What follows belongs to an exercise in optimizing a design on an open flow for small area, a short achievable clock period and few clock cycles per item; a production flow would make more cautious choices.
The RTL was checked by simulation tests, not by an equivalence proof against the original design.
Power is estimated from default activity; no workload was simulated.

==> flow/design.v <==
`timescale 1ns / 1ps
module md5_crack(
  input clk,
  input reset_n,
  input start,               
  input [31:0] first,        
  input [127:0] target,      
  output done,               
  output found,              
  output [31:0] password     
    );
localparam [31:0] IV_A = 32'h67452301, IV_B = 32'hefcdab89,
                  IV_C = 32'h98badcfe, IV_D = 32'h10325476;
reg        busy;        
reg        pre;         
reg        done_r;
reg        found_r;
reg        win;         
reg [7:0]  t;           
reg [31:1] base;        
reg        valid0;      
reg        m0, m1;      
assign done     = done_r;
assign found    = found_r;
assign password = {base, win};
function [31:0] kw_rom(input [5:0] r);    
  case (r)
      6'd0: kw_rom = 32'h079ad4a8;
      6'd1: kw_rom = 32'h18f7e786;
      6'd2: kw_rom = 32'h2420715b;
      6'd3: kw_rom = 32'hc1bdceee;
      6'd4: kw_rom = 32'hf57c0faf;
      6'd5: kw_rom = 32'h4787c62a;
      6'd6: kw_rom = 32'ha8304613;
      6'd7: kw_rom = 32'hfd469501;
      6'd8: kw_rom = 32'h698098d8;
      6'd9: kw_rom = 32'h8b44f7af;
      6'd10: kw_rom = 32'hffff5bb1;
      6'd11: kw_rom = 32'h895cd7be;
      6'd12: kw_rom = 32'h6b901122;
      6'd13: kw_rom = 32'hfd987193;
      6'd14: kw_rom = 32'ha67943ce;
      6'd15: kw_rom = 32'h49b40821;
      6'd16: kw_rom = 32'h264e5592;
      6'd17: kw_rom = 32'hc040b340;
      6'd18: kw_rom = 32'h265e5a51;
      6'd19: kw_rom = 32'h19e6f7da;
      6'd20: kw_rom = 32'hd62f105d;
      6'd21: kw_rom = 32'h02441453;
      6'd22: kw_rom = 32'hd8a1e681;
      6'd23: kw_rom = 32'he7d3fbc8;
      6'd24: kw_rom = 32'h21e1cde6;
      6'd25: kw_rom = 32'hc3370816;
      6'd26: kw_rom = 32'hf4d50d87;
      6'd27: kw_rom = 32'h455a14ed;
      6'd28: kw_rom = 32'ha9e3e905;
      6'd29: kw_rom = 32'hfcefa478;
      6'd30: kw_rom = 32'h676f02d9;
      6'd31: kw_rom = 32'h8d2a4c8a;
      6'd32: kw_rom = 32'hfffa3942;
      6'd33: kw_rom = 32'h8771f681;
      6'd34: kw_rom = 32'h6d9d6122;
      6'd35: kw_rom = 32'hfde5384c;
      6'd36: kw_rom = 32'hd4ef1a74;
      6'd37: kw_rom = 32'h4bdecfa9;
      6'd38: kw_rom = 32'hf6bb4b60;
      6'd39: kw_rom = 32'hbebfbc70;
      6'd40: kw_rom = 32'h289b7ec6;
      6'd41: kw_rom = 32'h1ad1582a;
      6'd42: kw_rom = 32'hd4ef3085;
      6'd43: kw_rom = 32'h04881d05;
      6'd44: kw_rom = 32'hd9d4d039;
      6'd45: kw_rom = 32'he6db99e5;
      6'd46: kw_rom = 32'h1fa27cf8;
      6'd47: kw_rom = 32'hc4ac56e5;
      6'd48: kw_rom = 32'h24595274;
      6'd49: kw_rom = 32'h432aff97;
      6'd50: kw_rom = 32'hab9423e7;
      6'd51: kw_rom = 32'hfc93a039;
      6'd52: kw_rom = 32'h655b59c3;
      6'd53: kw_rom = 32'h8f0ccc92;
      6'd54: kw_rom = 32'hffeff47d;
      6'd55: kw_rom = 32'hb5b48e01;
      6'd56: kw_rom = 32'h6fa87e4f;
      6'd57: kw_rom = 32'hfe2ce6e0;
      6'd58: kw_rom = 32'ha3014314;
      6'd59: kw_rom = 32'h4e0811a1;
      6'd60: kw_rom = 32'hf7537e82;
      6'd61: kw_rom = 32'hbd3af235;
      6'd62: kw_rom = 32'h2ad7d33b;
      6'd63: kw_rom = 32'heb86d391;
  endcase
endfunction
function [4:0] s_of(input [5:0] r);
  case ({r[5:4], r[1:0]})
    4'd0:  s_of = 5'd7;   4'd1:  s_of = 5'd12;  4'd2:  s_of = 5'd17;  4'd3:  s_of = 5'd22;
    4'd4:  s_of = 5'd5;   4'd5:  s_of = 5'd9;   4'd6:  s_of = 5'd14;  4'd7:  s_of = 5'd20;
    4'd8:  s_of = 5'd4;   4'd9:  s_of = 5'd11;  4'd10: s_of = 5'd16;  4'd11: s_of = 5'd23;
    4'd12: s_of = 5'd6;   4'd13: s_of = 5'd10;  4'd14: s_of = 5'd15;  default: s_of = 5'd21;
  endcase
endfunction
function [31:0] add32(input [31:0] x, input [31:0] y);
  reg [31:0] g, p, p0;
  integer i, l;
  begin
    g = x & y; p = x ^ y; p0 = p;
    for (l = 0; l < 5; l = l + 1)
      for (i = 0; i < 32; i = i + 1)
        if (((i >> l) & 1) == 1) begin
          g[i] = g[i] | (p[i] & g[((i >> l) << l) - 1]);
          p[i] = p[i] & p[((i >> l) << l) - 1];
        end
    add32 = p0 ^ {g[30:0], 1'b0};
  end
endfunction
reg [31:0] a1, b1, c1, d1;    
reg [31:0] kw1;               
reg [31:0] x2, b2, c2, d2;    
reg [4:0]  s2;                
wire [5:0] r1 = t[6:1];       
reg [31:0] f1;
always @(*) begin
  case (r1[5:4])
    2'd0: f1 = (b1 & c1) | (~b1 & d1);
    2'd1: f1 = (d1 & b1) | (~d1 & c1);
    2'd2: f1 = b1 ^ c1 ^ d1;
    default: f1 = c1 ^ (b1 | ~d1);
  endcase
end
wire [31:0] s_a = f1 ^ a1 ^ kw1;
wire [31:0] c_a = (f1 & a1) | (f1 & kw1) | (a1 & kw1);
wire [31:0] x1  = add32(s_a, {c_a[30:0], 1'b0});
wire [31:0] l0 = s2[0] ? {x2[30:0], x2[31]}    : x2;
wire [31:0] l1 = s2[1] ? {l0[29:0], l0[31:30]} : l0;
wire [31:0] l2 = s2[2] ? {l1[27:0], l1[31:28]} : l1;
wire [31:0] l3 = s2[3] ? {l2[23:0], l2[31:24]} : l2;
wire [31:0] l4 = s2[4] ? {l3[15:0], l3[31:16]} : l3;
wire [31:0] bn = add32(b2, l4);
wire [1:0] widx = t[2:1] - 2'd1;
function [31:0] bswap(input [31:0] v);
  bswap = {v[7:0], v[15:8], v[23:16], v[31:24]};
endfunction
reg [31:0] ivw, tw;
always @(*) begin
  case (widx)
    2'd0: begin ivw = IV_A; tw = bswap(target[127:96]); end
    2'd1: begin ivw = IV_D; tw = bswap(target[31:0]);   end
    2'd2: begin ivw = IV_C; tw = bswap(target[63:32]);  end
    default: begin ivw = IV_B; tw = bswap(target[95:64]); end
  endcase
end
wire [31:0] creq = b1 ^ ivw ^ tw;
wire [31:0] cgen = (b1 & ivw) | (b1 & creq) | (ivw & creq);
wire [31:0] bitok = ~({creq[31:1], 1'b0} ^ {cgen[30:0], creq[0]}) ;
reg  [3:0]  pc;
wire        ok = &pc;
reg  [31:0] inc;
reg         cy;
integer     k;
always @(*) begin
  inc = {base, 1'b0};
  if (inc[3:0] == 4'd8) begin inc[3:0] = 4'd0; cy = 1'b1; end
  else begin inc[3:0] = inc[3:0] + 4'd2; cy = 1'b0; end
  for (k = 1; k < 8; k = k + 1) begin
    if (cy) begin
      if (inc[4*k +: 4] == 4'd9) inc[4*k +: 4] = 4'd0;
      else begin inc[4*k +: 4] = inc[4*k +: 4] + 4'd1; cy = 1'b0; end
    end
  end
end
wire at_end = ({base, 1'b0} == 32'h99999998);
wire grp_end = busy & (((t == 8'd124) & ~m0 & ~ok) | ((t == 8'd130) & ~(m1 & ok)));
wire hit0    = busy & (t == 8'd129) & m0 & ok;
wire hit1    = busy & (t == 8'd130) & m1 & ok;
wire restart = pre | (grp_end & ~at_end);
wire ld      = restart | (busy & (t == 8'd0));
wire [7:0] tn  = t + 8'd1;
wire [5:0] rn  = restart ? 6'd0 : tn[6:1];
wire       jn  = restart ? 1'b0 : tn[0];
wire use_w0 = (rn == 6'd0) | (rn == 6'd19) | (rn == 6'd41) | (rn == 6'd48);
wire use_w1 = (rn == 6'd1) | (rn == 6'd16) | (rn == 6'd36) | (rn == 6'd55);
wire [31:1] bn_ = grp_end ? inc[31:1] : base;    
wire [31:0] v_w0 = {4'h0, bn_[19:16], 4'h0, bn_[23:20], 4'h0, bn_[27:24], 4'h0, bn_[31:28]};
wire [31:0] v_w1 = {4'h0, bn_[3:1], jn, 4'h0, bn_[7:4], 4'h0, bn_[11:8], 4'h0, bn_[15:12]};
wire [31:0] vn = (use_w0 ? v_w0 : 32'd0) | (use_w1 ? v_w1 : 32'd0);
always @(posedge clk) begin
  if (~reset_n) begin
    busy   <= 1'b0;
    pre    <= 1'b0;
    done_r <= 1'b0;
  end else if (start & ~busy & ~pre) begin
    pre     <= 1'b1;
    done_r  <= 1'b0;
    found_r <= 1'b0;
    win     <= 1'b0;
    base    <= first[31:1];
    valid0  <= ~first[0];
  end else if (pre) begin
    pre  <= 1'b0;
    busy <= 1'b1;
    t    <= 8'd0;
  end else if (busy) begin
    t <= tn;
    if (t == 8'd123) m0 <= ok & valid0;
    if (t == 8'd124) m1 <= ok;
    if (t == 8'd125 || t == 8'd127) m0 <= m0 & ok;
    if (t == 8'd126 || t == 8'd128) m1 <= m1 & ok;
    if (hit0 | hit1) begin
      busy    <= 1'b0;
      done_r  <= 1'b1;
      found_r <= 1'b1;
      win     <= hit1 & ~hit0;
    end else if (grp_end) begin
      if (at_end) begin
        busy   <= 1'b0;
        done_r <= 1'b1;
      end else begin
        t      <= 8'd0;
        base   <= inc[31:1];
        valid0 <= 1'b1;
      end
    end
  end
end
always @(posedge clk) begin
  pc <= {&bitok[31:24], &bitok[23:16], &bitok[15:8], &bitok[7:0]};
  if (ld) begin
    b1 <= IV_B; c1 <= IV_C; d1 <= IV_D;
  end else begin
    b1 <= bn; c1 <= b2; d1 <= c2;
  end
  a1  <= add32(ld ? IV_A : d2, vn);
  kw1 <= kw_rom(rn);
  x2  <= x1;
  b2  <= b1;
  c2  <= c1;
  d2  <= d1;
  s2  <= s_of(r1);
end
endmodule
==> flow/run.sh <==
#!/bin/bash
# synth_recipe.tcl (not shown) runs the flow's synth.tcl, then flattens the netlist and writes it again
# the make line also repeats each setting of config.mk as NAME=value (left out here)
make -C /OpenROAD-flow-scripts/flow DESIGN_CONFIG=/design/flow/config.mk WORK_HOME=/design/flow/orfs CLKGATE_MAP_FILE= SYNTH_SCRIPT=/design/flow/synth_recipe.tcl finish
==> flow/config.mk <==
export PLATFORM = sky130hd
export DESIGN_NAME = md5_crack
export DESIGN_NICKNAME = md5_crack
export VERILOG_FILES = /design/flow/design.v
export SDC_FILE = /design/flow/constraint.sdc
export NUM_CORES = 4
export LEC_CHECK = 0
export CAP_MARGIN = 20
export CORE_MARGIN = 2
export CORE_UTILIZATION = 40
export SLEW_MARGIN = 20
==> flow/constraint.sdc <==
create_clock -name core_clock -period 5.0 [get_ports {clk}]
set_input_delay 1.0000 -clock core_clock [delete_from_list [all_inputs] [get_ports {clk}]]
set_output_delay 1.0000 -clock core_clock [all_outputs]
set_load 0.01 [all_outputs]
==> flow_summary.toml, run 1 <==
[run_status]
status = "finished with violations"
violatedChecks = "negative setup slack"

[worst_hold_path]
hold_depth = 0
hold_path.class = "flop to flop"

[global_route]
grt_pass1_wl_microns = 145000
overflow = 0
grt_pass1_vias = 22200
antenna_found_initial = 4
track_usage_pct = 32.2
grt_max_degree = 82

[timing]
setup_viol = 1
finalCritPeriodShare_pct = 100
clock_skew_ns = 0.0491
slew_headroom_pct = 24.5
finalCriticalPeriod_ns = 5.01
max_freq_ghz = 0.200
setup_tns_ns = -0.00866
rsz0062_at_grt = "yes"
setup_slack_ns = -0.00866
worstMarginPinSlew_ns = 1.13
timing.final.max_slew_violations = 0
hold_viol = 0

[yosys]
synth_enable_flop_cells = 44
synth-warning-count = 1
netlist_area_sq_mm = 0.0237
synth_cell_types = 96
synth-async-reset-ratio_pct = 0
synth-seq-cells = 344
synth-seq-area-share_pct = 30.9
synth_area_per_cell_sq_um = 8.56
syn_inst = 2766
synth_ff_type = "dfxtp_1"
synth_nets = 3104

[cts]
cts.clk_slew.worst_paths_ns = 0.06
cts_tree = "done"
insertion_delay_ns = 0.60
cts_sinks = 344
numCtsBuffers = 42
cts_max_path_buffers = 3
hold_buffers = 0
h-tree-depth = 2
root_buffer = "clkbuf_16"

[worst_setup_path]
cp_slowest_stage_delay_ns = 0.52
cp.arrival_ns = 5.47
cpMaxStageDelayCell = "nor4b_4"
worst_setup_path_end_kind = "flop"
critPathLaunchType = "flop"
crit_cells = 23
cp_max_fo = 6
path_buf_inv = 3
cp.required_ns = 5.46
critPathKind = "flop to flop"
rr_worst_depth = 23
cp_top_family = "simple AND/OR/NAND/NOR gates"
worstPathCellList = "inv_2 > ha_4 > and4b_2 > nand4_4 > nor4_4 > and2_4 > nor2_2 > nor2_4 > inv_4 > ha_4 > buf_4 > o21a_1 > o22ai_4 > o22ai_2 > ha_4 > and3_4 > nand3_4 > nor4b_4 > nand2b_4 > and4_4 > nand3_2 > o21ba_4 > xnor2_2"
crit_top_cell = "ha_4"

[power_and_ir_drop]
comb_power_share_pct = 59.1
power.leakage_nw = 12.3
intPower_mw = 11.2
p_sw_mw = 8.95
vdd_drop_max_uv = 478
switching_share_pct = 44.4
clkPwrFrac_pct = 15.5
powerDensity_mw_per_mm2 = 688
sequentialPowerShare_pct = 25.4

[floorplan]
io_pins = 197
die_area_sq_mm = 0.0612
core-area_sq_mm = 0.0588
initial_core_util_pct = 40.3
row_count = 89
die_h_microns = 247
die_w_microns = 247

[detailed_routing]
drtIter0Drc = 2268
dr_total_vias = 23000
wirelength_microns = 100000
avgRoutedWirePerCell_microns = 26.1
ant_nets = 0
drc = 0
routed_via_density = 5.99
first_pass_iters = 6

[finish]
syn_to_final_growth_pct = 23.7
nets = 3378
insertedDiodeCount = 0
final_cell_mix = "dfxtp_1, nand2_1, o21ai_0"
layout-drive-gt1-share_pct = 13.4
fin_util_pct = 49.8
final_common_cell = "dfxtp_1"

[job]
cap_violations = 0

[place]
hpwl_microns = 77200
io_buffers = 196
routabilityCongestion = 1.12
kinds of logic after synthesis:
group	synth area share, %
compound gates	21.1
xor+xnor	5.84
fa+ha+maj	11.6
buf+inv	6.16
flops	30.9
mux	6.79
simple gates	17.6
power by group through the flow:
stage | clock network, mW | logic, mW | registers, mW
global route | 3.27 | 13.1 | 5.26
floorplan | 0 | 7.67 | 4.69
detailed placement | 0 | 11.6 | 5.13
CTS | 3.16 | 11.7 | 5.09
global placement | 0 | 11.4 | 5.10
finish | 3.12 | 11.9 | 5.12
synth_stat cells (all sizes together), types with 12 or more instances:
master / count / area share (%)
o221ai: 21 / 0.78
o21a: 14 / 0.44
a22oi: 22 / 0.70
nand2b: 75 / 2.0
clkbuf: 120 / 1.9
nand4: 25 / 0.72
nand2: 262 / 4.2
ha: 101 / 5.3
a31oi: 23 / 0.61
fa: 74 / 6.3
nor2: 155 / 2.5
mux2: 20 / 0.95
a21o: 43 / 1.4
xor2: 88 / 3.3
nor2b: 12 / 0.32
xnor2: 70 / 2.6
edfxtp: 44 / 5.6
dfxtp: 300 / 25
a21boi: 17 / 0.54
mux2i: 64 / 2.7
nor3b: 32 / 1.1
a21oi: 150 / 3.2
and2: 55 / 1.5
mux4: 33 / 3.1
nor3: 97 / 2.1
inv: 206 / 3.3
o22ai: 57 / 1.6
o311a: 27 / 1.1
o211ai: 21 / 0.67
o21ai: 226 / 4.9
and3: 14 / 0.37
buf: 47 / 0.97
a222oi: 32 / 1.4
nand3: 80 / 1.7
state kept, by name (all words and copies together), names as in the netlist, 4 cells and up:
signal	cells
kw1	32
x2	32
b2	32
c2	32
s2	5
b1	32
pc	4
c1	32
base	31
d1	32
t	8
a1	32
d2	32
per-stage QoR:
step | setup WS [ns] | hold slack (ns) | instance area, sq um | power (mW) | std cells
after detailed placement | 0.0570 | 0.379 | 27600 | 16.8 | 3757
final | -0.00866 | 0.384 | 29300 | 20.2 | 3845
after floorplan | 0.00820 | 0.360 | 23800 | 12.4 | 2766
after CTS | 0.00254 | 0.380 | 29000 | 20.0 | 3833
after global placement | 0.200 | 0.371 | 27600 | 16.5 | 3757
after global routing | -0.190 | 0.398 | 29300 | 21.6 | 3845
worst paths after layout:
path                            startpoint     end  slack, ns
worst max register to register     base[1]  a1[19]     -0.009
worst min register to register      d1[28]  d2[28]       0.38
worst max-delay path               base[1]  a1[19]     -0.009
worst min-delay path                d1[28]  d2[28]       0.38
layout make-up:
class | instances | area [sq um]
clock buffer | 57 | 1180
clock inverter | 19 | 225
fill | 5542 | 29500
inverter | 207 | 779
multi-input combinational | 2048 | 15200
sequential | 344 | 7330
tap | 773 | 967
timing repair buffer | 397 | 3590
worst register-to-register path, delay by kind of cell (launching register included):
kind | cells | cell delay, ns
XOR/XNOR | 1 | 0.13
AO/OA/AOI/OAI | 4 | 0.84
buffers and inverters | 3 | 0.31
flip-flops | 1 | 0.39
adder cells (fa/ha/maj) | 3 | 0.60
AND/OR/NAND/NOR | 12 | 2.60
routing by layer:
layer | wire length, microns | vias up | GRT usage (%)
met2 | 42700 | 1150 | 48.0
met4 | 4630 | 0 | 14.1
met3 | 10000 | 183 | 8.42
li1 | - | 10400 | -
met5 | 0 | - | 0
met1 | 42900 | 11200 | 43.8
what timing repair did:
action,CTS,global route
resized for setup,0,45
setup buffers,0,12
setup endpoints to repair,0,28
Testbench counts, summed over its fixed seeds: cycles 504,483, candidates 8,001.
==> inputs of run 2 (changes only) <==
--- a/flow/design.v
+++ b/flow/design.v
@@ -138,3 +138,2 @@
 wire [31:0] bn = add32(b2, l4);
-wire [1:0] widx = t[2:1] - 2'd1;
 function [31:0] bswap(input [31:0] v);
@@ -142,9 +141,13 @@
 endfunction
-reg [31:0] ivw, tw;
+wire [1:0] widx  = t[2:1] - 2'd1;      
+wire [7:0] t1    = t + 8'd1;
+wire [1:0] widxn = t1[2:1] - 2'd1;     
+reg  [31:0] tw;
+reg  [31:0] ivw;
 always @(*) begin
   case (widx)
-    2'd0: begin ivw = IV_A; tw = bswap(target[127:96]); end
-    2'd1: begin ivw = IV_D; tw = bswap(target[31:0]);   end
-    2'd2: begin ivw = IV_C; tw = bswap(target[63:32]);  end
-    default: begin ivw = IV_B; tw = bswap(target[95:64]); end
+    2'd0: ivw = IV_A;
+    2'd1: ivw = IV_D;
+    2'd2: ivw = IV_C;
+    default: ivw = IV_B;
   endcase
@@ -153,3 +156,3 @@
 wire [31:0] cgen = (b1 & ivw) | (b1 & creq) | (ivw & creq);
-wire [31:0] bitok = ~({creq[31:1], 1'b0} ^ {cgen[30:0], creq[0]}) ;
+wire [31:0] bitok = ~({creq[31:1], 1'b0} ^ {cgen[30:0], creq[0]});
 reg  [3:0]  pc;
@@ -170,3 +173,3 @@
 end
-wire at_end = ({base, 1'b0} == 32'h99999998);
+reg at_end;             
 wire grp_end = busy & (((t == 8'd124) & ~m0 & ~ok) | ((t == 8'd130) & ~(m1 & ok)));
@@ -174,13 +177,13 @@
 wire hit1    = busy & (t == 8'd130) & m1 & ok;
-wire restart = pre | (grp_end & ~at_end);
-wire ld      = restart | (busy & (t == 8'd0));
-wire [7:0] tn  = t + 8'd1;
-wire [5:0] rn  = restart ? 6'd0 : tn[6:1];
-wire       jn  = restart ? 1'b0 : tn[0];
-wire use_w0 = (rn == 6'd0) | (rn == 6'd19) | (rn == 6'd41) | (rn == 6'd48);
-wire use_w1 = (rn == 6'd1) | (rn == 6'd16) | (rn == 6'd36) | (rn == 6'd55);
-wire [31:1] bn_ = grp_end ? inc[31:1] : base;    
-wire [31:0] v_w0 = {4'h0, bn_[19:16], 4'h0, bn_[23:20], 4'h0, bn_[27:24], 4'h0, bn_[31:28]};
-wire [31:0] v_w1 = {4'h0, bn_[3:1], jn, 4'h0, bn_[7:4], 4'h0, bn_[11:8], 4'h0, bn_[15:12]};
-wire [31:0] vn = (use_w0 ? v_w0 : 32'd0) | (use_w1 ? v_w1 : 32'd0);
+wire ld      = (t == 8'd255) | (t == 8'd0);
+wire       rst_nx = pre | (grp_end & ~at_end);
+wire [7:0] t2   = t + 8'd2;
+wire [5:0] r2   = t2[6:1];
+wire       j2   = t2[0];
+wire       u0   = rst_nx | (r2 == 6'd0) | (r2 == 6'd19) | (r2 == 6'd41) | (r2 == 6'd48);
+wire       u1   = ~rst_nx & ((r2 == 6'd1) | (r2 == 6'd16) | (r2 == 6'd36) | (r2 == 6'd55));
+wire [31:1] bv  = (grp_end & ~pre) ? inc[31:1] : base;
+wire [31:0] v_w0 = {4'h0, bv[19:16], 4'h0, bv[23:20], 4'h0, bv[27:24], 4'h0, bv[31:28]};
+wire [31:0] v_w1 = {4'h0, bv[3:1], j2 & ~rst_nx, 4'h0, bv[7:4], 4'h0, bv[11:8], 4'h0, bv[15:12]};
+reg  [31:0] vn;         
 always @(posedge clk) begin
@@ -200,5 +203,5 @@
     busy <= 1'b1;
-    t    <= 8'd0;
+    t    <= 8'd255;
   end else if (busy) begin
-    t <= tn;
+    t <= t1;
     if (t == 8'd123) m0 <= ok & valid0;
@@ -217,3 +220,3 @@
       end else begin
-        t      <= 8'd0;
+        t      <= 8'd255;
         base   <= inc[31:1];
@@ -225,2 +228,10 @@
 always @(posedge clk) begin
+  at_end <= ({base, 1'b0} == 32'h99999998);
+  vn  <= (u0 ? v_w0 : 32'd0) | (u1 ? v_w1 : 32'd0);
+  case (widxn)
+    2'd0: tw <= bswap(target[127:96]);
+    2'd1: tw <= bswap(target[31:0]);
+    2'd2: tw <= bswap(target[63:32]);
+    default: tw <= bswap(target[95:64]);
+  endcase
   pc <= {&bitok[31:24], &bitok[23:16], &bitok[15:8], &bitok[7:0]};
@@ -232,3 +243,3 @@
   a1  <= add32(ld ? IV_A : d2, vn);
-  kw1 <= kw_rom(rn);
+  kw1 <= kw_rom(t1[6:1]);
   x2  <= x1;
--- a/flow/config.mk
+++ b/flow/config.mk
@@ -10,2 +10,3 @@
 export CORE_UTILIZATION = 40
+export SETUP_SLACK_MARGIN = 1.0
 export SLEW_MARGIN = 20
==> flow_summary.toml, run 2 <==
[yosys]
synth_compound_area_share_pct = 18.7
synth_cell_types = 77
synth_ff_type = "dfxtp_1"
syn_inst = 2793
synth_area_leaders = "dfxtp_1, fa_1, mux2i_1"
netlist_area_sq_mm = 0.0243
synth_nets = 3133
synth-seq-cells = 393
synth_enable_flop_cells = 44
synth_area_leader_cell = "dfxtp_1"
synth_top_family_by_area = "compound AO/OA/AOI/OAI gates"
synth_area_per_cell_sq_um = 8.71
synth-seq-area-share_pct = 34.2
yosys.area_share.simple_pct = 15.3
synth-warning-count = 1
synthAdderAreaFrac_pct = 11.6
ys_top_cells_by_count = "dfxtp_1, nand2_1, o21ai_0"
synth-async-reset-ratio_pct = 0
yosysMostFrequentCell = "dfxtp_1"
yosysTopAreaCellShare_pct = 28.7
synth_xor_area_share_pct = 5.94
muxShareOfSynthArea_pct = 8.35

[finish]
final_cell_mix = "dfxtp_1, nand2_1, inv_1, o21ai_0, clkdlybuf4s50_1"
final_common_cell = "dfxtp_1"
nets = 3367
layout-drive-gt1-share_pct = 15.3
syn_to_final_growth_pct = 27.2
fin_util_pct = 51.3

[power_and_ir_drop]
power.leakage_nw = 12.6
powerDensity_mw_per_mm2 = 765
switching_share_pct = 44.4
intPower_mw = 13.1
p_total_mw = 23.7
p_sw_mw = 10.5
clkPwrFrac_pct = 14.5
sequentialPowerShare_pct = 25.4
vdd_drop_max_uv = 605
comb_power_share_pct = 60.1

[cts]
cts_max_path_buffers = 3
numCtsBuffers = 44
root_buffer = "clkbuf_16"
hold_buffers = 0
cts_tree = "done"
cts.clk_slew.worst_paths_ns = 0.07
cts_sinks = 393
insertion_delay_ns = 0.59
h-tree-depth = 2

[global_route]
grt_pass1_wl_microns = 129000
track_usage_pct = 26.5
grt_max_degree = 62
antenna_found_initial = 3
grt_pass1_vias = 21600
overflow = 0

[worst_hold_path]
min_to = "d2[13]"
hold_depth = 0
hp-start = "d1[13]"
hold_path.class = "flop to flop"

[worst_setup_path]
critPathKind = "flop to flop"
critPathLaunchType = "flop"
reg2reg_slack_ns = 0.61
rr_worst_depth = 17
cp.required_ns = 5.41
cp_max_fo = 14
worst_r2r_endpoint = "x2[31]"
cp.arrival_ns = 4.80
worstSetupStartpoint = "t[6]"
worst_setup_path_end_kind = "flop"
rr_startpoint = "t[6]"

[floorplan]
die_area_sq_mm = 0.0628
io_pins = 197
row_count = 90
initial_core_util_pct = 40.4
die_w_microns = 251
core-area_sq_mm = 0.0602
die_h_microns = 251

[timing]
hold_viol = 0
setup_tns_ns = 0
setup_viol = 0
clock_skew_ns = 0.0354
worstMarginPinSlew_ns = 0.926
timing.final.max_slew_violations = 0
finalCriticalPeriod_ns = 4.39
slew_headroom_pct = 38.3
rsz0062_at_grt = "yes"
finalCritPeriodShare_pct = 87.8
max_freq_ghz = 0.228

[job]
cap_violations = 0

[detailed_routing]
wirelength_microns = 88000
ant_nets = 0
routed_via_density = 5.83
drc = 0
first_pass_iters = 9
drtIter0Drc = 2117
avgRoutedWirePerCell_microns = 22.9
dr_total_vias = 22400

[place]
io_buffers = 196
routabilityCongestion = 0.963
hpwl_microns = 62400

[run_status]
status = "finished clean"
[run 2: layout make-up]
| type | count | area [sq um] |
|---|---|---|
| well taps | 782 | 978 |
| repair buffers | 351 | 3590 |
| multi-input cells | 2024 | 15700 |
| fillers | 5495 | 29300 |
| clock inverters | 24 | 265 |
| diodes | 2 | 5.00 |
| clock buffers | 58 | 1250 |
| flip-flops and latches | 393 | 8310 |
| inverters | 213 | 800 |
[run 2: logic make-up after synthesis]
kind of cell,count (synthesis)
buffers and inverters,377
flip-flops,393
multiplexers,182
adder cells (fa/ha/maj),182
AO/OA/AOI/OAI,715
AND/OR/NAND/NOR,779
XOR/XNOR,165
[run 2: what timing repair did]
action | 4_1_cts | 5_1_grt
resized for setup | 90 | 153
gates cloned | 6 | 5
setup buffers | 44 | 41
pin swaps | 26 | 79
setup endpoints to repair | 46 | 47
[run 2: worst max path at each step]
stage,slack [ns],to
detailed placement,0.33,b1[30]
global route,0.49,x2[31]
floorplan,0.91,b1[17]
CTS,0.83,b1[17]
finish,0.61,x2[31]
global placement,0.46,b1[17]
[run 2: power by group through the flow]
stage               registers, mW  clock network (mW)  logic, mW
floorplan                    5.28                   0       8.14
global placement             5.93                   0       10.8
detailed placement           5.93                   0       11.1
CTS                          5.94                3.47       12.1
global route                 6.14                3.59       15.5
finish                       6.02                3.42       14.2
[run 2: stage by stage]
| step | hold slack, ns | std cells | worst slack, ns | instance area, sq um |
|---|---|---|---|---|
| after floorplan | 0.351 | 2793 | 0.909 | 24400 |
| after global placement | 0.356 | 3667 | 0.459 | 27300 |
| after detailed placement | 0.358 | 3667 | 0.326 | 27300 |
| after CTS | 0.362 | 3799 | 0.826 | 29800 |
| after global routing | 0.371 | 3845 | 0.493 | 30900 |
| final | 0.367 | 3847 | 0.610 | 30900 |
[run 2: critical path, stage by stage (launching register included)]
cell,delay [ns]
edfxtp_1,0.39
buf_6,0.17
buf_12,0.15
or2_2,0.30
o21ai_0,0.07
a21oi_1,0.06
o211ai_1,0.38
fa_1,0.50
inv_1,0.11
ha_4,0.23
nand4_1,0.26
inv_1,0.15
a21oi_2,0.18
o21ai_2,0.11
a22oi_2,0.29
nand3_4,0.11
a2111o_1,0.42
o211ai_1,0.33
[run 2: metal layers]
layer	vias to the layer above	GRT usage [%]	share of wire, %
li1	10300	-	-
met1	11000	36.9	43
met2	929	42.7	46
met3	181	2.76	6.4
met4	0	9.41	4.0
met5	-	0	0
Testbench counts of run 2, summed over its fixed seeds: cycles 508,515, candidates 8,001.

what the ideal ports hide:
No port has a modelled driver above. Below, the same layouts with a new extraction and two added sets of constraints. Step 1, drivers: a clkbuf_16 drives clk and a buf_2 each remaining input, both assumed. Step 2 also shifts input and output timing later by t, the mid clock arrival at the registers, as if the neighbouring blocks saw the same clock. Slacks: ideal / step 1 / step 2; pairs: ideal / step 1.
run | t, ns | setup WS [ns] | worst slew at a driven data input, ns
run 1 | 0.635 | -0.009 / -0.009 / -0.009 | 0.08
run 2 | 0.632 | 0.610 / 0.610 / 0.610 | 0.06
